Background: an optimization exercise with open tools, aiming at small area. Do not read the settings as production practice.
RTL that was checked went through simulation tests only; none was proved equivalent to the original.
Function not checked in run 1: the RTL went through the layout flow alone.
The clock cells of runs 5 and 6 come from the design's own scripts or RTL, not from TritonCTS.
No driver is modelled on the clock port, so clock power and skew are understated where the tree is cut down; a real chip needs a root buffer or a tree.
Power and IR drop assume default switching activity.

==> flow/config.mk <==
export PLATFORM = sky130hd
export DESIGN_NAME = moving_average
export DESIGN_NICKNAME = moving_average
export VERILOG_FILES = /design/flow/design.v
export SDC_FILE = /design/flow/constraint.sdc
export NUM_CORES = 4
export LEC_CHECK = 0
export CAP_MARGIN = 20
export CORE_MARGIN = 2
export CORE_UTILIZATION = 50
export CTS_BUF_LIST = sky130_fd_sc_hd__clkbuf_4
export CTS_CLUSTER_DIAMETER = 40
export CTS_CLUSTER_SIZE = 12
export SLEW_MARGIN = 20
==> flow/constraint.sdc <==
create_clock -name core_clock -period 8.0 [get_ports {clk}]
set_input_delay 1.6000 -clock core_clock [delete_from_list [all_inputs] [get_ports {clk}]]
set_output_delay 1.6000 -clock core_clock [all_outputs]
set_load 0.01 [all_outputs]
==> flow/design.v <==
`timescale 1ns / 1ps
module moving_average # (
    parameter integer in_bits = 16,
    parameter integer out_bits = 16,
    parameter integer log2_samples = 8
    )(
    input wire [in_bits-1:0] in_data,
    input wire clk,
    input wire rst,  
    output wire [out_bits-1:0] out_data
    );
    localparam integer samples = 2**log2_samples;
    localparam integer reg_bits = in_bits+log2_samples;
    localparam integer depth = samples+1;    
    reg [depth*in_bits-1:0] line;
    reg [log2_samples:0] fill;
    reg [reg_bits-1:0] sum;
    wire [in_bits-1:0] newest = line[in_bits-1:0];
    wire [in_bits-1:0] oldest = line[depth*in_bits-1:(depth-1)*in_bits];
    wire sub_old = fill[log2_samples];
    wire [in_bits:0] da = {newest[in_bits-1], newest};
    wire [in_bits:0] db = ~({(in_bits+1){sub_old}} & {oldest[in_bits-1], oldest});
    wire [in_bits+1:0] dc;
    wire [in_bits:0] diff;
    assign dc[0] = 1'b1;
    genvar i;
    generate
    for (i = 0; i <= in_bits; i = i+1) begin : gen_diff
        assign diff[i] = da[i] ^ db[i] ^ dc[i];
        assign dc[i+1] = (da[i] & db[i]) | (dc[i] & (da[i] ^ db[i]));
    end
    endgenerate
    wire [in_bits+1:0] sc;
    wire [reg_bits-1:0] next;
    assign sc[0] = 1'b0;
    generate
    for (i = 0; i <= in_bits; i = i+1) begin : gen_sum
        assign next[i] = sum[i] ^ diff[i] ^ sc[i];
        assign sc[i+1] = (sum[i] & diff[i]) | (sc[i] & (sum[i] ^ diff[i]));
    end
    endgenerate
    localparam integer hi_bits = reg_bits-in_bits-1;
    wire [hi_bits-1:0] sum_hi = sum[reg_bits-1:in_bits+1];
    wire [hi_bits-1:0] hi_inc = sum_hi + 1'b1;
    wire [hi_bits-1:0] hi_dec = sum_hi - 1'b1;
    wire up = sc[in_bits+1] & ~diff[in_bits];
    wire down = ~sc[in_bits+1] & diff[in_bits];
    assign next[reg_bits-1:in_bits+1] = up ? hi_inc : down ? hi_dec : sum_hi;
    always @(posedge clk) begin
        line[depth*in_bits-1:in_bits] <= line[(depth-1)*in_bits-1:0];
        line[in_bits-1:0] <= rst ? {in_bits{1'b0}} : in_data;
    end
    always @(posedge clk) begin
        if (rst) begin
            fill <= {(log2_samples+1){1'b0}};
            sum <= {reg_bits{1'b0}};
        end
        else begin
            fill[log2_samples-1:0] <= fill[log2_samples-1:0] + 1'b1;
            if (&fill[log2_samples-1:0])
                fill[log2_samples] <= 1'b1;
            sum <= next;
        end
    end
    assign out_data = {sum[reg_bits-1], sum[reg_bits-3:reg_bits-out_bits-1]};
endmodule
==> flow/run.sh <==
#!/bin/bash
# synth_recipe.tcl (not shown) runs the flow's synth.tcl, then flattens the netlist and writes it again
# the make line also repeats each setting of config.mk as NAME=value (left out here)
make -C /OpenROAD-flow-scripts/flow DESIGN_CONFIG=/design/flow/config.mk WORK_HOME=/design/flow/orfs CLKGATE_MAP_FILE= SYNTH_SCRIPT=/design/flow/synth_recipe.tcl finish
==> results of run 1 <==
-- cell usage in the layout (no fill, tap or decap), types with 9 or more instances in the layout --
| cell | count |
|---|---|
| clkdlybuf4s50_1 | 32 |
| nor2_1 | 34 |
| clkinv_2 | 29 |
| clkbuf_4 | 473 |
| nor2b_1 | 19 |
| dfxtp_1 | 4144 |
| inv_1 | 35 |
| clkinv_1 | 31 |
| bufinv_16 | 12 |
| buf_4 | 9 |
| nand2_1 | 21 |
| clkinvlp_4 | 11 |
| fa_2 | 29 |
-- cell type report --
cell class | instances | area (um2) | share of cell area
Tap cell | 2218 | 2780 | 0.0300
Inverter | 39 | 156 | 0.00169
Timing Repair Buffer | 46 | 459 | 0.00497
Clock buffer | 473 | 3550 | 0.0384
Sequential cell | 4145 | 83000 | 0.898
Clock inverter | 101 | 860 | 0.00930
Multi-Input combinational cell | 158 | 1580 | 0.0171
Antenna cell | 6 | 15.0 | 0.000163
-- power groups by stage --
stage	sequential, uW	clock [uW]	combinational, uW
floorplan	21400	0	156
global placement	21400	0	222
detailed placement	21400	0	227
CTS	20900	9630	248
global route	21000	10500	281
finish	20900	9100	254
-- critical path, delay by kind of cell (launching register included) --
family / cells / cell delay, ns
adder cells (fa/ha/maj): 20 / 6.72
buffers and inverters: 4 / 0.20
flip-flops: 1 / 0.36
AO/OA/AOI/OAI: 3 / 0.63
AND/OR/NAND/NOR: 2 / 0.26
-- metrics by stage --
stage / setup slack (ns) / hold slack, ns / utilization
2_1_floorplan: -0.0178 / 0.310 / -
3_3_place_gp: -0.337 / 0.310 / 0.520
3_5_place_dp: -0.435 / 0.312 / 0.520
4_1_cts: -0.288 / 0.267 / 0.546
5_1_grt: -0.529 / 0.283 / 0.547
6_report: -0.279 / 0.276 / 0.547
-- routing by layer --
metal	GRT usage	vias up	part of all wire
li1	-	14354	-
met1	0.152	12840	0.55
met2	0.121	488	0.35
met3	0.0390	270	0.062
met4	0.0539	12	0.035
met5	0	-	0.00085
-- final timing paths --
kind	cells past startpoint	start	to	slack, ns
hold reg to reg	0	line[1065]	line[1081]	0.28
setup reg to reg	29	fill[8]	sum[23]	-0.28
hold / removal	0	line[1065]	line[1081]	0.28
setup / recovery	29	fill[8]	sum[23]	-0.28
-- flip-flops by register name, summed over array words and instances, names as in the netlist --
signal  flops
line     4112
sum        24
fill        9
-- cells by family (layout without fill, tap and decap cells) --
kind of cell | after synthesis | in the layout | share of synthesized area
xor gates and xnor gates | 9 | 9 | 0.000930
other | 0 | 6 | 0
buffers and inverters | 65 | 659 | 0.00378
muxes | 1 | 1 | 0.000118
AOI/OAI and AO/OA | 19 | 19 | 0.00174
and+or+nand+nor | 87 | 87 | 0.00484
DFF | 4145 | 4145 | 0.980
adders and majority gates | 42 | 42 | 0.00904
-- repair_timing --
item / 4_1_cts / 5_1_grt
buffers inserted: 3 / 2
cloned: 0 / 0
pin swaps: 7 / 7
setup endpoints to repair: 6 / 6
resized for setup: 15 / 9
==> metrics.cfg, run 1 <==
[run_status]
outcome = failed layout checks
failed_checks = negative setup slack

[detailed_routing]
wl_mm = 83.9
routedWlPerCell_um = 11.7
via_per_inst = 3.89
drt_iter0_drc = 1097
vias = 27964
drtPass1Iterations = 4
ant_nets = 0
drcViolationCount = 0

[clock_tree]
root_buffer = clkbuf_4
clockBufferDepth = 4
clk-insertion-delay-late_ns = 1.32
cts_made_buffers = 428
clk_pin_slew_worst_paths_ns = 0.11
htree_levels = 5
hold_buffers = 0
cts.sinks = 4145
cts_tree = done

[yosys]
synthesis.nets = 4428
async_reset_ff_frac = 0
ys_types = 33
avgSynthCellArea_um2 = 19.4
synth_edf_count = 0
synth_area_leaders = dfxtp_1, fa_1, inv_1
syn_area_mm2 = 0.0847
syn_inst = 4368
synthFlopType = dfxtp_1
ys_warn_count = 1
yosys-top-cells-count = dfxtp_1, inv_1, nor2_1
yosysTopAreaCellShare = 0.980
yosysTopAreaCell = dfxtp_1
ys_seq_elements = 4145
seq_area_frac_synth = 0.980
synth.most_common_cell = dfxtp_1

[power]
pwr-share-comb = 0.008
irDropWorstVdd_uv = 153
pwr-share-clk = 0.301
p_sw_uw = 6090
intPower_uw = 24200
cellLeakagePower_uw = 0.0370
p_seq_frac = 0.691
p_sw_frac = 0.201
power_density_mw_per_mm2 = 328
p_total_uw = 30300

[hold_path]
hold_class = flop to flop

[sta]
tns_ns = -0.937
skew_ns = 0.0604
fin_crit_ns = 8.28
timing.fmax_mhz = 121
worstMarginPinSlew_ns = 0.590
timing.final.ws_setup_ns = -0.279
maxSlewViolCount = 0
final_hold_viol_count = 0
rsz0062_at_grt = true
period_share = 1.03
finalSetupViolations = 5
max_slew_margin = 0.606

[floorplan]
io_pins = 34
dieArea_mm2 = 0.173
die_width_um = 416
start_util = 0.502
die_h_um = 416
std_cell_rows = 151
core_mm2 = 0.169

[setup_path]
cp-end-kind = flop
cp.required_ns = 9.18
worst-endpoint-arrival_ns = 9.46
slowest_stage = fa_2
worstPathMaxFanout = 6
worstSetupPathType = flop to flop
slowest_delay_ns = 0.53
cp_common_cell = fa_2
cp-start-kind = flop

[global_routing]
grt_overflow = 0
antenna_found_initial = 14
grt_pass1_wl_mm = 142
grt_use_total = 0.101
grt_max_degree = 54
grt_pass1_vias = 28525

[placement]
place_hpwl_mm = 38.1
gp_congestion = 0.674
io_buffer_count = 33
dp_cells = 6600
dpl-instance-area_mm2 = 0.0878

[layout]
fin_nets = 4878
layout-drive-gt1-share = 0.122
n_fill_cell = 13274
final_area_mm2 = 0.0924
final_cells = 7186
syn_to_final_growth_pct = 9.05

[flow_run]
maxCapViolCount = 0

==> inputs of run 2 (changes only) <==
==> flow/design.v (replaced) <==
`timescale 1ns / 1ps
module moving_average # (
    parameter integer in_bits = 16,
    parameter integer out_bits = 16,
    parameter integer log2_samples = 8
    )(
    input wire [in_bits-1:0] in_data,
    input wire clk,
    input wire rst,  
    output wire [out_bits-1:0] out_data
    );
    localparam integer samples = 2**log2_samples;
    localparam integer reg_bits = in_bits+log2_samples;
    localparam integer depth = samples+1;    
    localparam integer cut = 8;              
    localparam integer hi_bits = reg_bits-in_bits-1;
    reg [depth*in_bits-1:0] line;
    reg [log2_samples:0] fill;
    reg [reg_bits-1:0] sum;
    reg p_diff, p_sum;                       
    wire [in_bits-1:0] newest = line[in_bits-1:0];
    wire [in_bits-1:0] oldest = line[depth*in_bits-1:(depth-1)*in_bits];
    wire sub_old = fill[log2_samples];
    wire [in_bits:0] da = {newest[in_bits-1], newest};
    wire [in_bits:0] db = ~({(in_bits+1){sub_old}} & {oldest[in_bits-1], oldest});
    wire [in_bits+1:0] dc;
    wire [in_bits:0] diff;
    wire [in_bits+1:0] sc;
    wire [reg_bits-1:0] next;
    assign dc[0] = 1'b1;
    assign sc[0] = 1'b0;
    genvar i;
    generate
    for (i = 0; i <= in_bits; i = i+1) begin : gen_add
        wire dci = (i == cut) ? p_diff : dc[i];
        wire sci = (i == cut) ? p_sum : sc[i];
        assign diff[i] = da[i] ^ db[i] ^ dci;
        assign dc[i+1] = (da[i] & db[i]) | (dci & (da[i] ^ db[i]));
        assign next[i] = sum[i] ^ diff[i] ^ sci;
        assign sc[i+1] = (sum[i] & diff[i]) | (sci & (sum[i] ^ diff[i]));
    end
    endgenerate
    wire [hi_bits-1:0] sum_hi = sum[reg_bits-1:in_bits+1];
    wire [hi_bits-1:0] hi_inc = sum_hi + 1'b1;
    wire [hi_bits-1:0] hi_dec = sum_hi - 1'b1;
    wire up = sc[in_bits+1] & ~diff[in_bits];
    wire down = ~sc[in_bits+1] & diff[in_bits];
    assign next[reg_bits-1:in_bits+1] = up ? hi_inc : down ? hi_dec : sum_hi;
    always @(posedge clk) begin
        line[depth*in_bits-1:in_bits] <= line[(depth-1)*in_bits-1:0];
        line[in_bits-1:0] <= rst ? {in_bits{1'b0}} : in_data;
    end
    always @(posedge clk) begin
        if (rst) begin
            fill <= {(log2_samples+1){1'b0}};
            sum <= {reg_bits{1'b0}};
            p_diff <= 1'b0;
            p_sum <= 1'b0;
        end
        else begin
            fill[log2_samples-1:0] <= fill[log2_samples-1:0] + 1'b1;
            if (&fill[log2_samples-1:0])
                fill[log2_samples] <= 1'b1;
            sum <= next;
            p_diff <= dc[cut];
            p_sum <= sc[cut];
        end
    end
    wire [reg_bits-cut-1:0] total_hi = sum[reg_bits-1:cut] + p_diff + p_sum;
    wire [reg_bits-1:0] total = {total_hi, sum[cut-1:0]};
    assign out_data = {total[reg_bits-1], total[reg_bits-3:reg_bits-out_bits-1]};
endmodule
--- a/flow/config.mk
+++ b/flow/config.mk
@@ -7,8 +7,8 @@
 export LEC_CHECK = 0
 export CAP_MARGIN = 20
 export CORE_MARGIN = 2
-export CORE_UTILIZATION = 50
-export CTS_BUF_LIST = sky130_fd_sc_hd__clkbuf_4
-export CTS_CLUSTER_DIAMETER = 40
-export CTS_CLUSTER_SIZE = 12
+export CORE_UTILIZATION = 60
+export CTS_CLUSTER_DIAMETER = 100
+export CTS_CLUSTER_SIZE = 32
+export PLACE_DENSITY = 0.85
 export SLEW_MARGIN = 20
==> run 2 against run 1 <==
Effect of this change:
- now clean on timing, DRC and antenna
- hold slack better by 0.039 ns
- worst setup slack better by 2.0 ns
- synthesized cell count increased by 0.39%
- register-to-register slack better by 2.0 ns
- first-iteration DRC count increased by 13%
- cell area decreased by 0.92%
- fmax up 32%
- die area decreased by 16%
- clock skew shrank 0.038 ns
- area after synthesis rose by 0.21%
- count of clock-buffer cells in the layout shrank 321
- highest routed layer unchanged
==> metrics.cfg, run 2 <==
[run_status]
outcome = no timing/DRC/antenna violations  ; was failed layout checks

[setup_path]
cp-end-kind = flop  ; unchanged
cp.required_ns = 8.69  ; was 9.18 ns
slowest_stage = fa_1  ; was fa_2
crit_chain = nand2_1 > fa_1 > fa_1 > inv_1 > fa_1 > fa_1 > fa_1 > fa_1 > fa_1 > fa_1 > fa_1 > inv_1 > fa_1 > ha_1 > inv_1 > ha_1 > and2_1 > o311ai_1 > o211ai_2 > mux2_1
cp_common_cell = fa_1  ; was fa_2
worstPathMaxFanout = 8  ; was 6
cp-start-kind = flop  ; unchanged
worst-endpoint-arrival_ns = 6.97  ; was 9.46 ns
slowest_delay_ns = 0.50  ; was 0.53 ns
worstSetupPathType = flop to flop  ; unchanged

[yosys]
syn_area_mm2 = 0.0849  ; was 0.0847 mm2
synth.most_common_cell = dfxtp_1  ; unchanged
yosysTopAreaCellShare = 0.978  ; was 0.980
synth_area_leaders = dfxtp_1, fa_1, nor2b_1  ; was dfxtp_1, fa_1, inv_1
yosys-top-cells-count = dfxtp_1, inv_1, fa_1  ; was dfxtp_1, inv_1, nor2_1
ys_warn_count = 1  ; unchanged
synthesis.nets = 4447  ; was 4428
synthFlopType = dfxtp_1  ; unchanged
synth_edf_count = 0  ; unchanged
async_reset_ff_frac = 0  ; unchanged
seq_area_frac_synth = 0.978  ; was 0.980
ys_seq_elements = 4147  ; was 4145
avgSynthCellArea_um2 = 19.4  ; about the same
syn_inst = 4385  ; was 4368
ys_types = 39  ; was 33
yosysTopAreaCell = dfxtp_1  ; unchanged

[sta]
final_hold_viol_count = 0  ; unchanged
rsz0062_at_grt = false  ; was true
skew_ns = 0.0223  ; was 0.0604 ns
finalSetupViolations = 0  ; was 5
tns_ns = 0  ; was -0.937 ns
worstMarginPinSlew_ns = 0.766  ; was 0.590 ns
fin_crit_ns = 6.28  ; was 8.28 ns
maxSlewViolCount = 0  ; unchanged
max_slew_margin = 0.489  ; was 0.606
period_share = 0.785  ; was 1.03
timing.fmax_mhz = 159  ; was 121 MHz
hold_ws_ns = 0.314  ; was 0.276 ns

[power]
cellLeakagePower_uw = 0.0365  ; was 0.0370 uW
pwr-share-comb = 0.014  ; was 0.008
p_total_uw = 30500  ; was 30300 uW
p_sw_frac = 0.194  ; was 0.201
irDropWorstVdd_uv = 238  ; was 153 uV
power_density_mw_per_mm2 = 333  ; was 328 mW/mm2
intPower_uw = 24600  ; was 24200 uW
p_sw_uw = 5910  ; was 6090 uW
pwr-share-clk = 0.297  ; was 0.301
p_seq_frac = 0.689  ; was 0.691

[placement]
place_hpwl_mm = 45.3  ; was 38.1 mm
dpl-instance-area_mm2 = 0.0876  ; was 0.0878 mm2
gp_congestion = 0.740  ; was 0.674
io_buffer_count = 33  ; unchanged

[layout]
largestRegisters = line (4112), sum (24), fill (9)  ; unchanged
final_common_cell = dfxtp_1  ; unchanged
n_fill_cell = 9143  ; was 13274
syn_to_final_growth_pct = 7.82  ; was 9.05%
final_area_mm2 = 0.0915  ; was 0.0924 mm2
fin_nets = 4622  ; was 4878
layout-drive-gt1-share = 0.0378  ; was 0.122
largest_reg_flops = 4112  ; unchanged
layout_common_cells = dfxtp_1, clkbuf_16, inv_1, fa_1, clkdlybuf4s50_1  ; was dfxtp_1, clkbuf_4, inv_1, nor2_1, clkdlybuf4s50_1
top_register = line  ; unchanged

[detailed_routing]
drt_iter0_drc = 1239  ; was 1097
vias = 26464  ; was 27964
ant_nets = 0  ; unchanged
routedWlPerCell_um = 14.5  ; was 11.7 um
via_per_inst = 4.09  ; was 3.89
drcViolationCount = 0  ; unchanged
drtPass1Iterations = 4  ; unchanged
wl_mm = 93.5  ; was 83.9 mm

[clock_tree]
clk_pin_slew_worst_paths_ns = 0.12  ; was 0.11 ns
cts_tree = done  ; unchanged
clockBufferDepth = 3  ; was 4
root_buffer = clkbuf_16  ; was clkbuf_4
cts_made_buffers = 148  ; was 428
clk-insertion-delay-late_ns = 0.79  ; was 1.32 ns
hold_buffers = 0  ; unchanged
cts_resized = 0  ; was 15
cts.sinks = 4147  ; was 4145
post_cts_buffers = 0  ; was 3
htree_levels = 4  ; was 5

[floorplan]
dieArea_mm2 = 0.145  ; was 0.173 mm2
die_h_um = 380  ; was 416 um
io_pins = 34  ; unchanged
core_mm2 = 0.141  ; was 0.169 mm2
die_width_um = 380  ; was 416 um
start_util = 0.602  ; was 0.502
std_cell_rows = 138  ; was 151

[global_routing]
grt_use_total = 0.132  ; was 0.101
grt_pass1_vias = 27859  ; was 28525
antenna_found_initial = 6  ; was 14
grt_overflow = 0  ; unchanged
grt_pass1_wl_mm = 152  ; was 142 mm
grt_max_degree = 56  ; was 54

[hold_path]
hold_class = flop to flop  ; unchanged

[flow_run]
maxCapViolCount = 0  ; unchanged

## run 2: changes by cell type in the layout (fill, tap and decap cells not counted), sizes merged, moves of 4 or more
cell / delta
diode: -5
clkbuf: -321
buf: -11
clkinv: -61
clkinvlp: -11
xor2: +4
nor2b: +5
xnor2: +9
and3: +5
nand3: +8
bufinv: -12
nor2: -10
## run 2: metal layers
metal	global-route usage	vias to the layer above	part of all wire
met3	0.0274	164	0.033
met1	0.198	12411	0.53
met2	0.193	252	0.41
li1	-	13635	-
met4	0.0441	2	0.024
met5	0	-	0.000075
## run 2: path summary, 6_finish.rpt
check / startpoint / endpoint / slack [ns] / cells past startpoint
worst min register to register: line[1877] / line[1893] / 0.31 / 0
worst max register to register: fill[8] / sum[23] / 1.72 / 20
worst max-delay path: fill[8] / sum[23] / 1.72 / 20
worst min-delay path: line[1877] / line[1893] / 0.31 / 0
## run 2: final cells by class
| type | instances | area [um2] | share of cell area |
|---|---|---|---|
| Clock buffer | 152 | 3800 | 0.0416 |
| Multi-Input combinational cell | 189 | 1680 | 0.0184 |
| Sequential cell | 4147 | 83000 | 0.907 |
| Clock inverter | 15 | 168 | 0.00183 |
| Timing Repair Buffer | 35 | 340 | 0.00372 |
| Antenna cell | 1 | 2.50 | 0.0000273 |
| Tap cell | 1890 | 2360 | 0.0258 |
| Inverter | 39 | 146 | 0.00160 |
## run 2: cell families (layout without fill, tap and decap cells)
family / Yosys count / count (layout) / share of synthesized area
other: 0 / 1 / 0
buffers and inverters: 49 / 241 / 0.00223
xor gates and xnor gates: 22 / 22 / 0.00227
and+or+nand+nor: 102 / 102 / 0.00628
DFF: 4147 / 4147 / 0.978
adders and majority gates: 44 / 44 / 0.00940
muxes: 3 / 3 / 0.000368
AOI/OAI and AO/OA: 18 / 18 / 0.00150
## run 2: power by group through the flow
stage	clock network (uW)	registers (uW)	logic, uW
after floorplan	0	21400	258
after global placement	0	21500	370
after detailed placement	0	21500	406
after CTS	9330	21000	408
after global routing	9980	21000	452
final	9060	21000	412
## run 2: worst max-delay path, delay by kind of cell (launching register included)
family                   cells  cell delay [ns]
flip-flops                   1             0.35
adder cells (fa/ha/maj)     12             4.44
AO/OA/AOI/OAI                2             0.51
AND/OR/NAND/NOR              2             0.24
multiplexers                 1             0.33
buffers and inverters        3             0.30
## run 2: per-stage QoR
step	std cells	worst slack, ns	utilization
6_report	6468	1.72	0.649
2_1_floorplan	4385	1.70	-
4_1_cts	6467	1.77	0.649
3_3_place_gp	6300	1.97	0.621
5_1_grt	6467	1.49	0.649
3_5_place_dp	6300	1.79	0.621
==> inputs of run 3 (changes only) <==
--- a/flow/config.mk
+++ b/flow/config.mk
@@ -7,8 +7,7 @@
 export LEC_CHECK = 0
 export CAP_MARGIN = 20
 export CORE_MARGIN = 2
-export CORE_UTILIZATION = 60
+export CORE_UTILIZATION = 50
 export CTS_CLUSTER_DIAMETER = 100
 export CTS_CLUSTER_SIZE = 32
-export PLACE_DENSITY = 0.85
 export SLEW_MARGIN = 20
==> run 3 against run 2 <==
Effect of this change:
- critical endpoint unchanged
- routed wire length fell by 18%
- combinational power fell by 5.6%
- flip-flop and latch count did not move
- largest cell class unchanged
==> metrics.cfg, run 3 <==
[run_status]
outcome = no timing/DRC/antenna violations  ; unchanged

[layout]
fin_nets = 4621  ; was 4622
layout-drive-gt1-share = 0.0361  ; was 0.0378
final_common_cell = dfxtp_1  ; unchanged
syn_to_final_growth_pct = 8.27  ; was 7.82%
top_register = line  ; unchanged
largestRegisters = line (4112), sum (24), fill (9)  ; unchanged
final_area_mm2 = 0.0919  ; was 0.0915 mm2
layout_common_cells = dfxtp_1, clkbuf_16, inv_1, fa_1, clkdlybuf4s50_1  ; unchanged
largest_reg_flops = 4112  ; unchanged
final_cells = 6788  ; was 6468

[clock_tree]
cts_resized = 0  ; unchanged
cts.sinks = 4147  ; unchanged
hold_buffers = 0  ; unchanged
clockBufferDepth = 3  ; unchanged
cts_tree = done  ; unchanged
htree_levels = 4  ; unchanged
post_cts_buffers = 0  ; unchanged
clk_pin_slew_worst_paths_ns = 0.11  ; was 0.12 ns
cts_made_buffers = 147  ; was 148
root_buffer = clkbuf_16  ; unchanged
clk-insertion-delay-late_ns = 0.78  ; was 0.79 ns

[detailed_routing]
met1_length_mm = 45.1  ; was 49.5 mm
drcViolationCount = 0  ; unchanged
drt_iter0_drc = 1373  ; was 1239
vias = 26273  ; was 26464
via_per_inst = 3.87  ; was 4.09
routedWlPerCell_um = 11.3  ; was 14.5 um
dr_wl_met2_mm = 26.7  ; was 38.7 mm
ant_nets = 0  ; unchanged
drtPass1Iterations = 4  ; unchanged
top_layer = met4  ; was met5
wl_met3_mm = 2.70  ; was 3.11 mm
wl_mm = 77.0  ; was 93.5 mm

[floorplan]
std_cell_rows = 151  ; was 138
dieArea_mm2 = 0.173  ; was 0.145 mm2
start_util = 0.502  ; was 0.602
die_width_um = 416  ; was 380 um
die_h_um = 416  ; was 380 um
core_mm2 = 0.169  ; was 0.141 mm2
io_pins = 34  ; unchanged

[sta]
worstMarginPinSlew_ns = 0.576  ; was 0.766 ns
period_share = 0.777  ; was 0.785
timing.fmax_mhz = 161  ; was 159 MHz
tns_ns = 0  ; unchanged
final_hold_viol_count = 0  ; unchanged
skew_ns = 0.0162  ; was 0.0223 ns
maxSlewViolCount = 0  ; unchanged
finalSetupViolations = 0  ; unchanged
max_slew_margin = 0.611  ; was 0.489
fin_crit_ns = 6.22  ; was 6.28 ns
rsz0062_at_grt = false  ; unchanged

[yosys]
synth_area_leaders = dfxtp_1, fa_1, nor2b_1  ; unchanged
yosysTopAreaCell = dfxtp_1  ; unchanged
syn_area_mm2 = 0.0849  ; unchanged
avgSynthCellArea_um2 = 19.4  ; unchanged
synth_top_family_by_area = adder cells  ; unchanged
yosysTopAreaCellShare = 0.978  ; unchanged
yosys.area_share.adder = 0.00940  ; unchanged
ys_types = 39  ; unchanged
async_reset_ff_frac = 0  ; unchanged
synthesis.nets = 4447  ; unchanged
synth_edf_count = 0  ; unchanged
syn_inst = 4385  ; unchanged
synth-xor-area-share = 0.00227  ; unchanged
synth-simple-area-share = 0.00628  ; unchanged
synthMuxAreaShare = 0.000368  ; unchanged
seq_area_frac_synth = 0.978  ; unchanged
ys_warn_count = 1  ; unchanged
synth_compound_area_frac = 0.00150  ; unchanged
synthFlopType = dfxtp_1  ; unchanged
ys_seq_elements = 4147  ; unchanged
synth.most_common_cell = dfxtp_1  ; unchanged
yosys-top-cells-count = dfxtp_1, inv_1, fa_1  ; unchanged

[placement]
place_hpwl_mm = 35.8  ; was 45.3 mm
io_buffer_count = 33  ; unchanged
gp_congestion = 0.693  ; was 0.740
dpl-instance-area_mm2 = 0.0880  ; was 0.0876 mm2
dp_cells = 6628  ; was 6300

[global_routing]
grt_pass1_vias = 25481  ; was 27859
grt_pass1_wl_mm = 131  ; was 152 mm
grt_overflow = 0  ; unchanged
grt_max_degree = 43  ; was 56
antenna_found_initial = 0  ; was 6
grt_use_total = 0.0918  ; was 0.132

[setup_path]
cp-start-kind = flop  ; unchanged
worst-endpoint-arrival_ns = 6.89  ; was 6.97 ns
worstPathMaxFanout = 8  ; unchanged
cp-end-kind = flop  ; unchanged
worstSetupPathType = flop to flop  ; unchanged
cp.required_ns = 8.68  ; was 8.69 ns

[flow_run]
maxCapViolCount = 0  ; unchanged

[hold_path]
hold_class = flop to flop  ; unchanged

[power]
cellLeakagePower_uw = 0.0364  ; was 0.0365 uW
irDropWorstVdd_uv = 218  ; was 238 uV
power_density_mw_per_mm2 = 330  ; was 333 mW/mm2

[run 3: stage by stage]
step	power, uW	utilization	setup slack, ns	hold WS, ns
2_1_floorplan	21700	-	1.70	0.310
3_3_place_gp	21800	0.520	1.95	0.310
3_5_place_dp	21900	0.520	1.82	0.312
4_1_cts	30800	0.544	1.81	0.323
5_1_grt	31500	0.544	1.52	0.321
6_report	30300	0.544	1.78	0.321
[run 3: logic make-up (layout without fill, tap and decap cells)]
| group | Yosys count | in the layout |
|---|---|---|
| DFF | 4147 | 4147 |
| and+or+nand+nor | 102 | 102 |
| buffers and inverters | 49 | 233 |
| adders and majority gates | 44 | 44 |
| xor gates and xnor gates | 22 | 22 |
| AOI/OAI and AO/OA | 18 | 18 |
| muxes | 3 | 3 |
| other | 0 | 1 |
[run 3: path summary, 6_finish.rpt]
| check | startpoint | endpoint | slack (ns) | depth (start not counted) |
|---|---|---|---|---|
| setup / recovery | fill[8] | sum[23] | 1.78 | 20 |
| setup reg to reg | fill[8] | sum[23] | 1.78 | 20 |
| hold / removal | line[718] | line[734] | 0.32 | 0 |
| hold reg to reg | line[718] | line[734] | 0.32 | 0 |
[run 3: final cells by class]
type / instances / area (um2)
clock buffer: 156 / 3900
tap: 2218 / 2780
fill: 13039 / 77200
inverter: 39 / 146
clock inverter: 3 / 41.3
multi-input combinational: 189 / 1680
antenna: 1 / 2.50
timing repair buffer: 35 / 340
sequential: 4147 / 83000
[run 3: power breakdown]
part | internal [uW] | total (uW) | switching (uW) | leakage, uW
logic | 192 | 389 | 197 | 0.000885
clock network | 3530 | 8930 | 5400 | 0.00194
registers | 20900 | 21000 | 104 | 0.0336
total | 24600 | 30300 | 5700 | 0.0364
[run 3: worst max-delay path, cell delays in order (launching register included)]
cell	delay, ns
dfxtp_1	0.34
nand2_1	0.07
fa_1	0.37
fa_1	0.39
fa_1	0.39
fa_1	0.39
fa_1	0.49
inv_1	0.05
fa_1	0.40
fa_1	0.38
fa_1	0.38
fa_1	0.37
inv_1	0.08
fa_1	0.17
ha_1	0.25
inv_1	0.20
ha_1	0.40
and2_1	0.17
o311ai_1	0.34
o211ai_2	0.15
mux2_1	0.32
[run 3: per-layer routing]
layer,track usage,up-vias
met5,0,-
met4,0.0417,0
met3,0.0216,159
met2,0.112,191
met1,0.150,12308
li1,-,13615
==> inputs of run 4 (changes only) <==
==> flow/flow/run.sh (new file) <==
#!/bin/bash
# Own layout flow: the standard flow, with the ports buffered by buf_1 cells
# instead of the delay buffers buffer_ports picks by default. Its output goes
# to flow.log here; ORFS keeps its per-step logs under orfs/logs.
set -euo pipefail
bash standard.sh BUFFER_PORTS_ARGS="-buffer_cell sky130_fd_sc_hd__buf_1" finish > "$(pwd)/flow.log" 2>&1
==> flow/standard.sh (new file) <==
#!/bin/bash
# synth_recipe.tcl (not shown) runs the flow's synth.tcl, then flattens the netlist and writes it again
# the make line also repeats each setting of config.mk as NAME=value (left out here)
make -C /OpenROAD-flow-scripts/flow DESIGN_CONFIG=/design/flow/config.mk WORK_HOME=/design/flow/orfs CLKGATE_MAP_FILE= SYNTH_SCRIPT=/design/flow/synth_recipe.tcl "${@:-finish}"
removed: flow/run.sh
==> run 4 against run 3 <==
Effect of this change:
- clock power is essentially flat
- via count grew 0.26%
- critical path type unchanged
- sequential power is essentially flat
- cell area shrank 0.22%
- largest cell class unchanged
- count of clock-buffer cells in the layout is the same
- first-iteration DRC count shrank 9.6%
- hold slack lost 0.0016 ns
- critical endpoint unchanged
- synthesized cell count is the same
==> metrics.cfg, run 4 <==
[run_status]
outcome = no timing/DRC/antenna violations  ; unchanged

[placement]
dpl-instance-area_mm2 = 0.0878  ; was 0.0880 mm2
place_hpwl_mm = 35.9  ; was 35.8 mm
io_buffer_count = 33  ; unchanged
gp_congestion = 0.698  ; was 0.693
dp_cells = 6628  ; unchanged

[clock_tree]
hold_buffers = 0  ; unchanged
cts_tree = done  ; unchanged
post_cts_buffers = 0  ; unchanged
cts_made_buffers = 147  ; unchanged
root_buffer = clkbuf_16  ; unchanged
clk-insertion-delay-late_ns = 0.79  ; was 0.78 ns
clk_pin_slew_worst_paths_ns = 0.11  ; about the same
clockBufferDepth = 3  ; unchanged
htree_levels = 4  ; unchanged
cts_resized = 0  ; unchanged
cts.sinks = 4147  ; unchanged

[setup_path]
worst-endpoint-arrival_ns = 6.83  ; was 6.89 ns
worstSetupPathType = flop to flop  ; unchanged
slowest_delay_ns = 0.50  ; was 0.49 ns
critPathTopFamily = adder cells  ; unchanged
worstPathMaxFanout = 8  ; unchanged
crit_buf_inv = 3  ; unchanged
slowest_stage = or4_1  ; was fa_1
cp_common_cell = fa_1  ; unchanged
cp-end-kind = flop  ; unchanged
cp-start-kind = flop  ; unchanged
crit_chain = nand2_1 > fa_1 > fa_1 > fa_1 > inv_1 > fa_1 > fa_1 > fa_1 > fa_1 > fa_1 > fa_1 > inv_1 > fa_1 > ha_1 > inv_1 > ha_1 > or4_1 > a21o_1 > o211ai_2 > mux2_1  ; was nand2_1 > fa_1 > fa_1 > fa_1 > fa_1 > fa_1 > inv_1 > fa_1 > fa_1 > fa_1 > fa_1 > inv_1 > fa_1 > ha_1 > inv_1 > ha_1 > and2_1 > o311ai_1 > o211ai_2 > mux2_1
cp.required_ns = 8.68  ; about the same

[power]
p_total_uw = 30300  ; about the same
irDropWorstVdd_uv = 205  ; was 218 uV
cellLeakagePower_uw = 0.0364  ; about the same
power_density_mw_per_mm2 = 330  ; about the same

[flow_run]
maxCapViolCount = 0  ; unchanged

[global_routing]
grt_max_degree = 57  ; was 43
grt_pass1_vias = 25842  ; was 25481
grt_pass1_wl_mm = 133  ; was 131 mm
grt_use_total = 0.0927  ; was 0.0918
antenna_found_initial = 2  ; was 0
grt_overflow = 0  ; unchanged

[yosys]
yosys-top-cells-count = dfxtp_1, inv_1, fa_1  ; unchanged
yosysTopAreaCell = dfxtp_1  ; unchanged
synth.most_common_cell = dfxtp_1  ; unchanged
syn_inst = 4385  ; unchanged
synth_area_leaders = dfxtp_1, fa_1, nor2b_1  ; unchanged
synth_edf_count = 0  ; unchanged
yosysTopAreaCellShare = 0.978  ; unchanged
seq_area_frac_synth = 0.978  ; unchanged
async_reset_ff_frac = 0  ; unchanged
synthFlopType = dfxtp_1  ; unchanged
ys_warn_count = 1  ; unchanged
avgSynthCellArea_um2 = 19.4  ; unchanged
syn_area_mm2 = 0.0849  ; unchanged
synthesis.nets = 4447  ; unchanged
ys_types = 39  ; unchanged
ys_seq_elements = 4147  ; unchanged

[layout]
fin_nets = 4621  ; unchanged
layout_common_cells = dfxtp_1, clkbuf_16, inv_1, fa_1, buf_1  ; was dfxtp_1, clkbuf_16, inv_1, fa_1, clkdlybuf4s50_1
largestRegisters = line (4112), sum (24), fill (9)  ; unchanged
layout-drive-gt1-share = 0.0361  ; unchanged
final_area_mm2 = 0.0917  ; was 0.0919 mm2
final_common_cell = dfxtp_1  ; unchanged
final_cells = 6788  ; unchanged
largest_reg_flops = 4112  ; unchanged
syn_to_final_growth_pct = 8.03  ; was 8.27%
finalCoreUtilization = 0.542  ; was 0.544
top_register = line  ; unchanged

[detailed_routing]
via_per_inst = 3.88  ; was 3.87
ant_nets = 0  ; unchanged
drcViolationCount = 0  ; unchanged
routedWlPerCell_um = 11.4  ; was 11.3 um
drtPass1Iterations = 4  ; unchanged
wl_mm = 77.6  ; was 77.0 mm
vias = 26340  ; was 26273
drt_iter0_drc = 1241  ; was 1373

[floorplan]
die_width_um = 416  ; unchanged
dieArea_mm2 = 0.173  ; unchanged
std_cell_rows = 151  ; unchanged
io_pins = 34  ; unchanged
start_util = 0.502  ; unchanged
core_mm2 = 0.169  ; unchanged
die_h_um = 416  ; unchanged

[hold_path]
hold_class = flop to flop  ; unchanged

[sta]
period_share = 0.769  ; was 0.777
skew_ns = 0.0186  ; was 0.0162 ns
max_slew_margin = 0.525  ; was 0.611
maxSlewViolCount = 0  ; unchanged
worstMarginPinSlew_ns = 0.713  ; was 0.576 ns
rsz0062_at_grt = false  ; unchanged
fin_crit_ns = 6.15  ; was 6.22 ns
finalSetupViolations = 0  ; unchanged
tns_ns = 0  ; unchanged
timing.fmax_mhz = 163  ; was 161 MHz
final_hold_viol_count = 0  ; unchanged

==> run 4: cell counts after synthesis <==
Identical to the previous run, type by type.
==> run 4: power by group <==
group          internal (uW)  leakage [uW]  switching, uW  total, uW
Clock                   3530       0.00194           5410       8940
Sequential             20900        0.0336            106      21000
Combinational            144      0.000802            192        336
==> run 4: path summary, 6_finish.rpt <==
| check | startpoint | depth (start not counted) | endpoint | slack, ns |
|---|---|---|---|---|
| max | fill[8] | 20 | sum[23] | 1.85 |
| max reg2reg | fill[8] | 20 | sum[23] | 1.85 |
| min | line[578] | 0 | line[594] | 0.32 |
| min reg2reg | line[578] | 0 | line[594] | 0.32 |
==> run 4: layout make-up <==
| class | instances | area (um2) |
|---|---|---|
| Tap cell | 2218 | 2780 |
| Multi-Input combinational cell | 189 | 1680 |
| Timing Repair Buffer | 35 | 140 |
| Inverter | 39 | 146 |
| Antenna cell | 1 | 2.50 |
| Sequential cell | 4147 | 83000 |
| Clock buffer | 156 | 3900 |
| Fill cell | 13089 | 77400 |
| Clock inverter | 3 | 41.3 |
==> run 4: metrics by stage <==
step | hold slack (ns) | worst slack, ns
2_1_floorplan | 0.310 | 1.70
3_3_place_gp | 0.310 | 1.97
3_5_place_dp | 0.312 | 1.87
4_1_cts | 0.315 | 1.85
5_1_grt | 0.323 | 1.55
6_report | 0.319 | 1.85
==> run 4: logic make-up after synthesis <==
logic type / after synthesis / share of synthesized area
xor+xnor: 22 / 0.00227
fa+ha+maj: 44 / 0.00940
compound gates: 18 / 0.00150
simple gates: 102 / 0.00628
buf+inv: 49 / 0.00223
mux: 3 / 0.000368
flops: 4147 / 0.978
==> run 4: per-layer routing <==
layer  routed length [um]  share of wire  GRT usage  vias to the layer above
li1                     -              -          -                    13614
met5                    0              0          0                        -
met1                45100           0.58      0.151                    12334
met2                27100           0.35      0.114                      217
met3                 2860          0.037     0.0236                      175
met4                 2470          0.032     0.0382                        0
==> inputs of run 5 (changes only) <==
==> flow/flow/run.sh (replaced) <==
#!/bin/bash
# Own layout flow: the standard flow, except that the clock tree is built by
# flow/tree.tcl (a load-balanced buffer tree) instead of TritonCTS, and the
# ports are buffered with buf_1 cells. Each stage's output goes to its own
# log here; ORFS keeps its per-step logs under orfs/logs.
set -euo pipefail
W=$(pwd)

# 1. standard synthesis, floorplan and placement
bash standard.sh BUFFER_PORTS_ARGS="-buffer_cell sky130_fd_sc_hd__buf_1" place > "$W/stage1_place.log" 2>&1

# 2. clock tree: ORFS's cts step with our cts.tcl
rm -rf "$W/scripts_cts"
cp -r "$FLOW_HOME/scripts" "$W/scripts_cts"
cp "$W/flow/cts.tcl" "$W/flow/tree.tcl" "$W/scripts_cts/"
bash standard.sh SCRIPTS_DIR="$W/scripts_cts" cts > "$W/stage2_cts.log" 2>&1

# 3. standard routing and finishing
bash standard.sh finish > "$W/stage3_finish.log" 2>&1
==> flow/flow/cts.tcl (new file) <==
utl::set_metrics_stage "cts__{}"
source $::env(SCRIPTS_DIR)/load.tcl
source $::env(SCRIPTS_DIR)/lec_check.tcl
erase_non_stage_variables cts
load_design 3_place.odb 3_place.sdc
source_step_tcl PRE CTS

# Clone clock tree inverters next to register loads
# so cts does not try to buffer the inverted clocks.
repair_clock_inverters

proc save_progress { stage } {
  puts "Run 'make gui_$stage.odb' to load progress snapshot"
  orfs_write_db $::env(RESULTS_DIR)/$stage.odb
  orfs_write_sdc $::env(RESULTS_DIR)/$stage.sdc
}

# Clock tree: our own buffer tree instead of TritonCTS (see tree.tcl).
# Levels, leaf first: {cell initial_sinks_per_buffer max_load_pF}.
source [file join [file dirname [info script]] tree.tcl]
set_dont_use $::env(DONT_USE_CELLS)
tree_build clk {
  {sky130_fd_sc_hd__buf_4 60 0.036}
  {sky130_fd_sc_hd__buf_4 30 0.036}
  {sky130_fd_sc_hd__buf_8 30 0.058}
  {sky130_fd_sc_hd__clkbuf_16 12 0.085}
}

utl::push_metrics_stage "cts__{}__pre_repair_timing"
log_cmd estimate_parasitics -placement
if { $::env(DETAILED_METRICS) } {
  report_metrics 4 "cts pre-repair-timing"
}
utl::pop_metrics_stage

set_placement_padding -global \
  -left $::env(CELL_PAD_IN_SITES_DETAIL_PLACEMENT) \
  -right $::env(CELL_PAD_IN_SITES_DETAIL_PLACEMENT)

set result [catch { detailed_placement } msg]
if { $result != 0 } {
  save_progress 4_1_error
  error "Detailed placement failed in CTS: $msg"
}

log_cmd estimate_parasitics -placement

if { $::env(CTS_SNAPSHOTS) } {
  save_progress 4_1_pre_repair_hold_setup
}

if { !$::env(SKIP_CTS_REPAIR_TIMING) } {
  if { $::env(EQUIVALENCE_CHECK) } {
    write_eqy_verilog 4_before_rsz.v
  }
  if { $::env(LEC_CHECK) } {
    write_lec_verilog 4_before_rsz_lec.v
  }

  repair_timing_helper

  if { $::env(EQUIVALENCE_CHECK) } {
    run_equivalence_test
  }
  if { $::env(LEC_CHECK) } {
    write_lec_verilog 4_after_rsz_lec.v
    run_lec_test 4_rsz 4_before_rsz_lec.v 4_after_rsz_lec.v
  }

  set result [catch { detailed_placement } msg]
  if { $result != 0 } {
    save_progress 4_1_error
    error "Detailed placement failed in CTS: $msg"
  }

  check_placement -verbose
}

report_metrics 4 "cts final"

source_step_tcl POST CTS

orfs_write_db $::env(RESULTS_DIR)/4_1_cts.odb
orfs_write_sdc $::env(RESULTS_DIR)/4_cts.sdc
==> flow/flow/tree.tcl (new file) <==
# Build a balanced clock buffer tree on net clk, bottom-up.
# Each level groups the current sinks into spatially compact clusters by
# recursive bisection and drives each cluster from one new buffer placed at
# its centroid. A cluster whose buffer's load (pins and placement-estimated
# wire) is above the level's limit is split into as many parts as the excess
# calls for, until none is.
# levels: list of {cell max_sinks max_load_pF}, leaf level first;
# levels are added until a single buffer remains.

proc tree_bisect {items k} {
  if {$k <= 1} { return [list $items] }
  set xs {}; set ys {}
  foreach it $items { lappend xs [lindex $it 0]; lappend ys [lindex $it 1] }
  set xs [lsort -integer $xs]; set ys [lsort -integer $ys]
  set dx [expr {[lindex $xs end] - [lindex $xs 0]}]
  set dy [expr {[lindex $ys end] - [lindex $ys 0]}]
  set idx [expr {$dx >= $dy ? 0 : 1}]
  set sorted [lsort -integer -index $idx $items]
  set k1 [expr {$k / 2}]
  set k2 [expr {$k - $k1}]
  set n [llength $sorted]
  set n1 [expr {int(round(double($n) * $k1 / $k))}]
  return [concat [tree_bisect [lrange $sorted 0 [expr {$n1 - 1}]] $k1] \
                 [tree_bisect [lrange $sorted $n1 end] $k2]]
}

set ::tree_count 0

# drive group g (list of {x y iterm}) from a new buffer of master; the
# buffer's input goes on net drv. Returns {x y inst}.
proc tree_drive {block master g lvl drv} {
  set sx 0; set sy 0
  foreach s $g { incr sx [lindex $s 0]; incr sy [lindex $s 1] }
  set cx [expr {$sx / [llength $g]}]
  set cy [expr {$sy / [llength $g]}]
  set id [incr ::tree_count]
  set inst [odb::dbInst_create $block $master "ctree_${lvl}_$id"]
  $inst setLocation [expr {$cx - [$master getWidth] / 2}] [expr {$cy - [$master getHeight] / 2}]
  $inst setPlacementStatus PLACED
  set net [odb::dbNet_create $block "ctree_net_${lvl}_$id"]
  $net setSigType CLOCK
  foreach s $g {
    set it [lindex $s 2]
    $it disconnect
    $it connect $net
  }
  [$inst findITerm X] connect $net
  [$inst findITerm A] connect $drv
  return [list $cx $cy $inst $g]
}

proc tree_slew {inst} {
  set p [get_pins -of_objects [get_cells [$inst getName]] -filter "direction==output"]
  return [expr {max([get_property $p slew_max_rise], [get_property $p slew_max_fall])}]
}

# total capacitance (pF) on the net the buffer drives
proc tree_load {inst} {
  set ::tree_name [[[$inst findITerm X] getNet] getName]
  with_output_to_variable ::tree_r { report_net -digits 6 $::tree_name }
  if {![regexp {Total capacitance: ([0-9.]+)-([0-9.]+)} $::tree_r -> a b]} {
    regexp {Total capacitance: ([0-9.]+)} $::tree_r -> b
  }
  return $b
}

proc tree_build {netname levels} {
  set db [ord::get_db]
  set block [ord::get_db_block]
  set root [$block findNet $netname]
  set_propagated_clock [all_clocks]
  set sinks {}
  foreach it [$root getITerms] {
    if {[$it getIoType] == "INPUT"} {
      set bb [[$it getInst] getBBox]
      lappend sinks [list [expr {([$bb xMin] + [$bb xMax]) / 2}] [expr {([$bb yMin] + [$bb yMax]) / 2}] $it]
    }
  }
  puts "tree: [llength $sinks] sinks on $netname"
  set lvl 0
  while {[llength $sinks] > 1} {
    set level [lindex $levels [expr {min($lvl, [llength $levels] - 1)}]]
    lassign $level cell maxn target
    set master [$db findMaster $cell]
    set n [llength $sinks]
    set k [expr {($n + $maxn - 1) / $maxn}]
    set bufs {}
    foreach g [tree_bisect $sinks $k] {
      lappend bufs [tree_drive $block $master $g $lvl $root]
    }
    # split clusters whose buffer is too slow
    for {set pass 0} {$pass < 8} {incr pass} {
      estimate_parasitics -placement
      set keep {}; set redo {}
      foreach b $bufs {
        set load [tree_load [lindex $b 2]]
        if {[llength [lindex $b 3]] > 1 && $load > $target} { lappend redo [concat $b $load] } else { lappend keep $b }
      }
      if {[llength $redo] == 0} break
      foreach b $redo {
        set m [expr {max(2, int(ceil([lindex $b 4] * 1.05 / $target)))}]
        set m [expr {min($m, [llength [lindex $b 3]])}]
        set inst [lindex $b 2]
        set g [lindex $b 3]
        set net [[$inst findITerm X] getNet]
        foreach s $g { [lindex $s 2] disconnect }
        [$inst findITerm X] disconnect
        [$inst findITerm A] disconnect
        odb::dbInst_destroy $inst
        odb::dbNet_destroy $net
        foreach h [tree_bisect $g $m] { lappend keep [tree_drive $block $master $h $lvl $root] }
      }
      set bufs $keep
    }
    set worst 0
    foreach b $bufs { set worst [expr {max($worst, [tree_load [lindex $b 2]])}] }
    puts "tree: level $lvl: [llength $bufs] x $cell, largest load $worst pF"
    set sinks {}
    foreach b $bufs { lappend sinks [list [lindex $b 0] [lindex $b 1] [[lindex $b 2] findITerm A]] }
    incr lvl
  }
  puts "tree: top buffer on $netname"
}
--- a/flow/config.mk
+++ b/flow/config.mk
@@ -8,6 +8,4 @@
 export CAP_MARGIN = 20
 export CORE_MARGIN = 2
 export CORE_UTILIZATION = 50
-export CTS_CLUSTER_DIAMETER = 100
-export CTS_CLUSTER_SIZE = 32
 export SLEW_MARGIN = 20
==> run 5 against run 4 <==
Effect of this change:
- power grew 1.5%
- highest routed layer is now met5
- clock power grew 5.3%
- hold slack lost 0.094 ns
- area after synthesis is the same
- worst setup slack lost 0.034 ns
- largest power group unchanged
- flip-flop and latch count is the same
- core utilization grew 0.18 points
- register-to-register slack lost 0.03 ns
- still clean
- die area is the same
- global-route usage grew 0.30 points
- critical path type unchanged
- sequential power is essentially flat
==> metrics.cfg, run 5 <==
[placement]
dp_slack_ns = 1.87  ; unchanged
io_buffer_count = 33  ; unchanged
gp_congestion = 0.698  ; unchanged
place_hpwl_mm = 35.9  ; unchanged

[layout]
n_fill_cell = 13247  ; was 13089
final_common_cell = dfxtp_1  ; unchanged
syn_to_final_growth_pct = 8.39  ; was 8.03%
seq_area_mm2 = 0.0830  ; unchanged
layout-drive-gt1-share = 0.107  ; was 0.0361
fin_nets = 4993  ; was 4621
largestRegisters = line (4112), sum (24), fill (9)  ; unchanged
diodes = 0  ; was 1
layout_common_cells = dfxtp_1, buf_4, inv_1, fa_1, buf_1  ; was dfxtp_1, clkbuf_16, inv_1, fa_1, buf_1
top_register = line  ; unchanged
largest_reg_flops = 4112  ; unchanged
finalCoreUtilization = 0.544  ; was 0.542
multi_input_comb_area_mm2 = 0.00168  ; unchanged

[setup_path]
cp-start-kind = flop  ; unchanged
worst-endpoint-arrival_ns = 7.12  ; was 6.83 ns
timing.rr.end = sum[23]  ; unchanged
cp-end-kind = flop  ; unchanged
r2r-start = fill[8]  ; unchanged
worstSetupPathType = flop to flop  ; unchanged
worstPathMaxFanout = 8  ; unchanged
ff2ff_setup_slack_ns = 1.82  ; was 1.85 ns
rr_worst_depth = 20  ; unchanged
cp.required_ns = 8.94  ; was 8.68 ns

[flow_run]
maxCapViolCount = 0  ; unchanged

[sta]
timing.fmax_mhz = 162  ; was 163 MHz
maxSlewViolCount = 0  ; unchanged
final_hold_viol_count = 0  ; unchanged
worstMarginPinSlew_ns = 0.723  ; was 0.713 ns
finalSetupViolations = 0  ; unchanged
skew_ns = 0.109  ; was 0.0186 ns
hold_ws_ns = 0.226  ; was 0.319 ns
max_slew_margin = 0.518  ; was 0.525
tns_ns = 0  ; unchanged
period_share = 0.773  ; was 0.769
fin_crit_ns = 6.18  ; was 6.15 ns
rsz0062_at_grt = false  ; unchanged
timing.final.ws_setup_ns = 1.82  ; was 1.85 ns

[hold_path]
hold_class = flop to flop  ; unchanged
whs_endpoint = line[2644]  ; was line[594]
whs_path_depth = 0  ; unchanged
hold_start = line[2628]  ; was line[578]

[clock_tree]
cts_resized = 0  ; unchanged
clk-insertion-delay-late_ns = 1.06  ; was 0.79 ns
hold_buffers = 0  ; unchanged
post_cts_buffers = 0  ; unchanged
clk_pin_slew_worst_paths_ns = 0.10  ; was 0.11 ns

[yosys]
yosysTopAreaCell = dfxtp_1  ; unchanged
synthesis.nets = 4447  ; unchanged
syn_area_mm2 = 0.0849  ; unchanged
synth_edf_count = 0  ; unchanged
ys_seq_elements = 4147  ; unchanged
ys_warn_count = 1  ; unchanged
synthFlopType = dfxtp_1  ; unchanged
seq_area_frac_synth = 0.978  ; unchanged
syn_inst = 4385  ; unchanged
synth_area_leaders = dfxtp_1, fa_1, nor2b_1  ; unchanged
avgSynthCellArea_um2 = 19.4  ; unchanged
yosysTopAreaCellShare = 0.978  ; unchanged
yosys-top-cells-count = dfxtp_1, inv_1, fa_1  ; unchanged
async_reset_ff_frac = 0  ; unchanged
ys_types = 39  ; unchanged
synth.most_common_cell = dfxtp_1  ; unchanged

[detailed_routing]
wl_mm = 82.3  ; was 77.6 mm
drtPass1Iterations = 4  ; unchanged
drcViolationCount = 0  ; unchanged
drt_iter0_drc = 983  ; was 1241
routedWlPerCell_um = 11.5  ; was 11.4 um
via_per_inst = 3.94  ; was 3.88
ant_nets = 0  ; unchanged
vias = 28160  ; was 26340

[global_routing]
antenna_found_initial = 2  ; unchanged
grt_overflow = 0  ; unchanged
grt_pass1_wl_mm = 141  ; was 133 mm
grt_pass1_vias = 28994  ; was 25842
grt_use_total = 0.0957  ; was 0.0927
grt_max_degree = 57  ; unchanged

[power]
p_seq_frac = 0.683  ; was 0.694
cellLeakagePower_uw = 0.0371  ; was 0.0364 uW
intPower_uw = 24700  ; was 24600 uW
p_sw_frac = 0.197  ; was 0.189
power_density_mw_per_mm2 = 334  ; was 330 mW/mm2
pwr-share-clk = 0.306  ; was 0.295
irDropWorstVdd_uv = 156  ; was 205 uV
p_sw_uw = 6070  ; was 5710 uW
pwr-share-comb = 0.011  ; about the same

[floorplan]
dieArea_mm2 = 0.173  ; unchanged
core_mm2 = 0.169  ; unchanged
io_pins = 34  ; unchanged
start_util = 0.502  ; unchanged
std_cell_rows = 151  ; unchanged
die_h_um = 416  ; unchanged
die_width_um = 416  ; unchanged

[run_status]
outcome = no timing/DRC/antenna violations  ; unchanged

## run 5: power by group through the flow
stage / Sequential, uW / Combinational [uW] / Clock (uW)
2_1_floorplan: 21400 / 258 / 0
3_3_place_gp: 21500 / 325 / 0
3_5_place_dp: 21500 / 338 / 0
4_1_cts: 21000 / 340 / 10000
5_1_grt: 21000 / 381 / 10900
6_report: 21000 / 335 / 9410
## run 5: stage by stage
step	instance area (um2)	total power, uW	std cells
final	92000	30700	7147
after floorplan	84900	21700	4385
after detailed placement	87800	21800	6628
after global routing	92000	32300	7147
after global placement	87800	21800	6628
after CTS	92000	31400	7147
## run 5: worst max-delay path: stages (launching register included)
cell      delay [ns]
dfxtp_1         0.34
nand2_1         0.06
fa_1            0.38
fa_1            0.39
fa_1            0.39
fa_1            0.38
fa_1            0.49
inv_1           0.05
fa_1            0.40
fa_1            0.38
fa_1            0.38
fa_1            0.38
inv_1           0.08
fa_1            0.16
ha_1            0.25
inv_1           0.21
ha_1            0.27
or4_1           0.50
a21o_1          0.18
o211ai_2        0.06
mux2_1          0.33
## run 5: cells by family (layout without fill, tap and decap cells)
kind of cell,Yosys count,in the layout,share of synthesized area
DFF,4147,4147,0.978
AOI/OAI and AO/OA,18,18,0.00150
and+or+nand+nor,102,102,0.00628
buffers and inverters,49,593,0.00223
xor gates and xnor gates,22,22,0.00227
muxes,3,3,0.000368
adders and majority gates,44,44,0.00940
## run 5: final cells by class
cell class	instances	share of cell area
buffer	519	0.0462
inverter	39	0.00159
multi-input combinational	189	0.0183
sequential	4147	0.902
tap	2218	0.0302
timing repair buffer	35	0.00152
## run 5: how the worst max path moves through the flow
stage,startpoint,to,slack [ns],depth (start not counted)
finish,fill[8],sum[23],1.82,20
global route,fill[8],sum[23],1.55,20
CTS,fill[8],sum[23],1.86,20
detailed placement,fill[8],sum[23],1.87,20
global placement,fill[8],sum[23],1.97,20
floorplan,fill[8],sum[23],1.70,22
## run 5: routing by layer
metal / GRT usage / vias up / share of wire
li1: - / 14283 / -
met1: 0.145 / 12920 / 0.53
met2: 0.116 / 581 / 0.35
met3: 0.0322 / 372 / 0.069
met4: 0.0567 / 4 / 0.052
met5: 0 / - / 0.00040
==> inputs of run 6 (changes only) <==
--- a/flow/flow/cts.tcl
+++ b/flow/flow/cts.tcl
@@ -20,10 +20,9 @@
 source [file join [file dirname [info script]] tree.tcl]
 set_dont_use $::env(DONT_USE_CELLS)
 tree_build clk {
-  {sky130_fd_sc_hd__buf_4 60 0.036}
-  {sky130_fd_sc_hd__buf_4 30 0.036}
-  {sky130_fd_sc_hd__buf_8 30 0.058}
-  {sky130_fd_sc_hd__clkbuf_16 12 0.085}
+  {sky130_fd_sc_hd__buf_4 60 0.040}
+  {sky130_fd_sc_hd__buf_8 30 0.060}
+  {sky130_fd_sc_hd__clkbuf_16 12 0.090}
 }
 
 utl::push_metrics_stage "cts__{}__pre_repair_timing"
--- a/flow/flow/tree.tcl
+++ b/flow/flow/tree.tcl
@@ -1,4 +1,5 @@
-# Build a balanced clock buffer tree on net clk, bottom-up.
+# Build a balanced clock buffer tree on net clk, bottom-up. A level may use
+# inverters; the levels must then hold an even number of inverting ones.
 # Each level groups the current sinks into spatially compact clusters by
 # recursive bisection and drives each cluster from one new buffer placed at
 # its centroid. A cluster whose buffer's load (pins and placement-estimated
@@ -44,19 +45,23 @@
     $it disconnect
     $it connect $net
   }
-  [$inst findITerm X] connect $net
-  [$inst findITerm A] connect $drv
+  [tree_pin $inst out] connect $net
+  [tree_pin $inst in] connect $drv
   return [list $cx $cy $inst $g]
 }
 
-proc tree_slew {inst} {
-  set p [get_pins -of_objects [get_cells [$inst getName]] -filter "direction==output"]
-  return [expr {max([get_property $p slew_max_rise], [get_property $p slew_max_fall])}]
+# the signal input or output pin of a buffer or inverter
+proc tree_pin {inst dir} {
+  foreach it [$inst getITerms] {
+    if {$dir == "out" && [$it isOutputSignal]} { return $it }
+    if {$dir == "in" && [$it isInputSignal]} { return $it }
+  }
+  error "no $dir pin on [$inst getName]"
 }
 
 # total capacitance (pF) on the net the buffer drives
 proc tree_load {inst} {
-  set ::tree_name [[[$inst findITerm X] getNet] getName]
+  set ::tree_name [[[tree_pin $inst out] getNet] getName]
   with_output_to_variable ::tree_r { report_net -digits 6 $::tree_name }
   if {![regexp {Total capacitance: ([0-9.]+)-([0-9.]+)} $::tree_r -> a b]} {
     regexp {Total capacitance: ([0-9.]+)} $::tree_r -> b
@@ -102,21 +107,21 @@
         set m [expr {min($m, [llength [lindex $b 3]])}]
         set inst [lindex $b 2]
         set g [lindex $b 3]
-        set net [[$inst findITerm X] getNet]
+        set net [[tree_pin $inst out] getNet]
         foreach s $g { [lindex $s 2] disconnect }
-        [$inst findITerm X] disconnect
-        [$inst findITerm A] disconnect
+        [tree_pin $inst out] disconnect
+        [tree_pin $inst in] disconnect
         odb::dbInst_destroy $inst
         odb::dbNet_destroy $net
         foreach h [tree_bisect $g $m] { lappend keep [tree_drive $block $master $h $lvl $root] }
       }
       set bufs $keep
     }
-    set worst 0
-    foreach b $bufs { set worst [expr {max($worst, [tree_load [lindex $b 2]])}] }
-    puts "tree: level $lvl: [llength $bufs] x $cell, largest load $worst pF"
+    set worst 0; set total 0
+    foreach b $bufs { set l [tree_load [lindex $b 2]]; set worst [expr {max($worst, $l)}]; set total [expr {$total + $l}] }
+    puts "tree: level $lvl: [llength $bufs] x $cell, largest load $worst pF, mean [expr {$total / [llength $bufs]}]"
     set sinks {}
-    foreach b $bufs { lappend sinks [list [lindex $b 0] [lindex $b 1] [[lindex $b 2] findITerm A]] }
+    foreach b $bufs { lappend sinks [list [lindex $b 0] [lindex $b 1] [tree_pin [lindex $b 2] in]] }
     incr lvl
   }
   puts "tree: top buffer on $netname"
--- a/flow/config.mk
+++ b/flow/config.mk
@@ -7,5 +7,5 @@
 export LEC_CHECK = 0
 export CAP_MARGIN = 20
 export CORE_MARGIN = 2
-export CORE_UTILIZATION = 50
+export CORE_UTILIZATION = 70
 export SLEW_MARGIN = 20
==> run 6 against run 5 <==
Effect of this change:
- sequential power is essentially flat
- global-route usage is 3.5 points higher
- power down 1.8%
- core utilization grew 21 points
- worst setup slack lost 0.018 ns
- via count down 2.5%
- routed wire length shrank 2.3%
- clock power down 5.7%
- flip-flop and latch count stayed put
- area after synthesis unchanged
- largest cell class unchanged
==> metrics.cfg, run 6 <==
[run_status]
outcome = no timing/DRC/antenna violations  ; unchanged

[yosys]
ys_types = 39  ; unchanged
synth.most_common_cell = dfxtp_1  ; unchanged
async_reset_ff_frac = 0  ; unchanged
seq_area_frac_synth = 0.978  ; unchanged
synthFlopType = dfxtp_1  ; unchanged
synth_edf_count = 0  ; unchanged
yosys-top-cells-count = dfxtp_1, inv_1, fa_1  ; unchanged
ys_warn_count = 1  ; unchanged
ys_seq_elements = 4147  ; unchanged
synthesis.nets = 4447  ; unchanged
syn_inst = 4385  ; unchanged
yosysTopAreaCell = dfxtp_1  ; unchanged
yosysTopAreaCellShare = 0.978  ; unchanged
synth_area_leaders = dfxtp_1, fa_1, nor2b_1  ; unchanged
avgSynthCellArea_um2 = 19.4  ; unchanged
syn_area_mm2 = 0.0849  ; unchanged

[sta]
hold_ws_ns = 0.287  ; was 0.226 ns
worstMarginPinSlew_ns = 0.589  ; was 0.723 ns
skew_ns = 0.0658  ; was 0.109 ns
max_slew_margin = 0.607  ; was 0.518
rsz0062_at_grt = false  ; unchanged
tns_ns = 0  ; unchanged
maxSlewViolCount = 0  ; unchanged
fin_crit_ns = 6.20  ; was 6.18 ns
final_hold_viol_count = 0  ; unchanged
timing.fmax_mhz = 161  ; was 162 MHz
finalSetupViolations = 0  ; unchanged
period_share = 0.775  ; was 0.773

[power]
irDropWorstVdd_uv = 243  ; was 156 uV
p_total_uw = 30200  ; was 30700 uW
power_density_mw_per_mm2 = 332  ; was 334 mW/mm2
cellLeakagePower_uw = 0.0367  ; was 0.0371 uW

[setup_path]
slowest_stage = fa_1  ; was or4_1
cp_common_cell = fa_1  ; unchanged
cp-end-kind = flop  ; unchanged
worstSetupPathType = flop to flop  ; unchanged
crit_chain = nand2_1 > fa_1 > fa_1 > inv_1 > fa_1 > fa_1 > fa_1 > fa_1 > fa_1 > fa_1 > fa_1 > inv_1 > fa_1 > ha_1 > inv_1 > fa_1 > a211o_1 > a21o_1 > o211ai_2 > mux2_1  ; was nand2_1 > fa_1 > fa_1 > fa_1 > fa_1 > fa_1 > inv_1 > fa_1 > fa_1 > fa_1 > fa_1 > inv_1 > fa_1 > ha_1 > inv_1 > ha_1 > or4_1 > a21o_1 > o211ai_2 > mux2_1
rr_worst_depth = 20  ; unchanged
critPathTopFamily = adder cells  ; unchanged
ff2ff_setup_slack_ns = 1.80  ; was 1.82 ns
r2r-start = fill[8]  ; unchanged
crit_buf_inv = 3  ; unchanged
cp-start-kind = flop  ; unchanged
timing.rr.end = sum[23]  ; unchanged
worstPathMaxFanout = 8  ; unchanged
worst-endpoint-arrival_ns = 7.00  ; was 7.12 ns
cp.required_ns = 8.80  ; was 8.94 ns
slowest_delay_ns = 0.49  ; was 0.50 ns

[layout]
layout-drive-gt1-share = 0.0878  ; was 0.107
layout_common_cells = dfxtp_1, buf_4, buf_8, inv_1, fa_1  ; was dfxtp_1, buf_4, inv_1, fa_1, buf_1
final_area_mm2 = 0.0908  ; was 0.0920 mm2
finalCoreUtilization = 0.756  ; was 0.544
top_register = line  ; unchanged
final_common_cell = dfxtp_1  ; unchanged
largestRegisters = line (4112), sum (24), fill (9)  ; unchanged
fin_nets = 4892  ; was 4993
largest_reg_flops = 4112  ; unchanged
syn_to_final_growth_pct = 7.01  ; was 8.39%
n_fill_cell = 7093  ; was 13247

[hold_path]
whs_path_depth = 0  ; unchanged
whs_endpoint = line[4090]  ; was line[2644]
hold_class = flop to flop  ; unchanged
hold_start = line[4074]  ; was line[2628]

[floorplan]
io_pins = 34  ; unchanged
die_h_um = 352  ; was 416 um
dieArea_mm2 = 0.124  ; was 0.173 mm2
start_util = 0.707  ; was 0.502
std_cell_rows = 127  ; was 151
die_width_um = 352  ; was 416 um
core_mm2 = 0.120  ; was 0.169 mm2

[detailed_routing]
wl_mm = 80.4  ; was 82.3 mm
ant_nets = 0  ; unchanged
drcViolationCount = 0  ; unchanged
vias = 27452  ; was 28160
drtPass1Iterations = 4  ; unchanged
via_per_inst = 4.26  ; was 3.94
routedWlPerCell_um = 12.5  ; was 11.5 um
drt_iter0_drc = 934  ; was 983

[global_routing]
antenna_found_initial = 2  ; unchanged
grt_overflow = 0  ; unchanged
grt_max_degree = 57  ; unchanged
grt_pass1_wl_mm = 136  ; was 141 mm
grt_pass1_vias = 27775  ; was 28994
grt_use_total = 0.131  ; was 0.0957

[clock_tree]
post_cts_buffers = 0  ; unchanged
clk-insertion-delay-late_ns = 0.92  ; was 1.06 ns
hold_buffers = 0  ; unchanged
cts_resized = 0  ; unchanged
clk_pin_slew_worst_paths_ns = 0.10  ; about the same

[placement]
dpl-instance-area_mm2 = 0.0870  ; was 0.0878 mm2
gp_congestion = 0.691  ; was 0.698
place_hpwl_mm = 38.3  ; was 35.9 mm
io_buffer_count = 33  ; unchanged

[flow_run]
maxCapViolCount = 0  ; unchanged

run 6: cell counts after synthesis:
No cell type changed its count.
run 6: cell type report:
class	instances	area, um2	share of cell area
flip-flops and latches	4147	83000	0.914
plain buffers	418	3830	0.0422
well taps	1612	2020	0.0222
multi-input cells	189	1680	0.0185
inverters	39	146	0.00161
repair buffers	35	140	0.00154
diodes	2	5.00	0.0000551
run 6: report_power, final:
part           internal, uW  total [uW]  switching [uW]
logic                   146         340             194
registers             20900       21000             105
clock network          3330        8870            5540
run 6: cell families (layout without fill, tap and decap cells):
family | after synthesis | count (layout) | synth area share
AOI/OAI and AO/OA | 18 | 18 | 0.00150
xor gates and xnor gates | 22 | 22 | 0.00227
adders and majority gates | 44 | 44 | 0.00940
buffers and inverters | 49 | 492 | 0.00223
DFF | 4147 | 4147 | 0.978
muxes | 3 | 3 | 0.000368
other | 0 | 2 | 0
and+or+nand+nor | 102 | 102 | 0.00628
run 6: worst max path at each step:
stage | start | to | slack, ns | cells past startpoint
after floorplan | fill[8] | sum[23] | 1.70 | 22
after global placement | fill[8] | sum[23] | 1.90 | 20
after detailed placement | fill[8] | sum[23] | 1.76 | 20
after CTS | fill[8] | sum[23] | 1.79 | 20
after global routing | fill[8] | sum[23] | 1.48 | 20
final | fill[8] | sum[23] | 1.80 | 20
run 6: metal layers:
layer	track usage	vias up	routed length, um
met5	0	-	0
met4	0.0610	0	3250
met3	0.0337	264	4530
met2	0.159	465	27600
met1	0.216	12630	45000
li1	-	14093	-
run 6: metrics by stage:
step	setup slack, ns	cells
5_1_grt	1.48	6440
3_5_place_dp	1.76	6022
4_1_cts	1.79	6440
6_report	1.80	6442
3_3_place_gp	1.90	6022
2_1_floorplan	1.70	4385

-- re-timing with driven ports --
Ports are ideal in the flow. The routed layouts listed here were re-timed in OpenROAD. Step 1: set_driving_cell puts a clkbuf_16 on clk and a buf_2 on each other input, an assumption about the parent block. Step 2 also shifts input and output timing later by t, the mid clock arrival at the registers, as if the neighbouring blocks saw the same clock. Three values: ideal, step 1, step 2; two values: the first two.
run	t (ns)	setup slack, ns	hold slack, ns	worst setup path at the end	cell pins on the clock port's net
run 1	1.340	-0.279 / -0.279 / -0.279	0.276 / 0.276 / 0.276	register to register	1
run 2	0.857	1.724 / 1.724 / 1.724	0.314 / 0.314 / 0.314	register to register	1
run 3	0.849	1.782 / 1.782 / 1.782	0.321 / 0.321 / 0.321	register to register	1
run 4	0.851	1.849 / 1.849 / 1.849	0.319 / 0.319 / 0.319	register to register	1
run 5	1.065	1.815 / 1.815 / 1.815	0.226 / 0.226 / 0.226	register to register	1
run 6	0.955	1.797 / 1.797 / 1.797	0.287 / 0.287 / 0.287	register to register	1
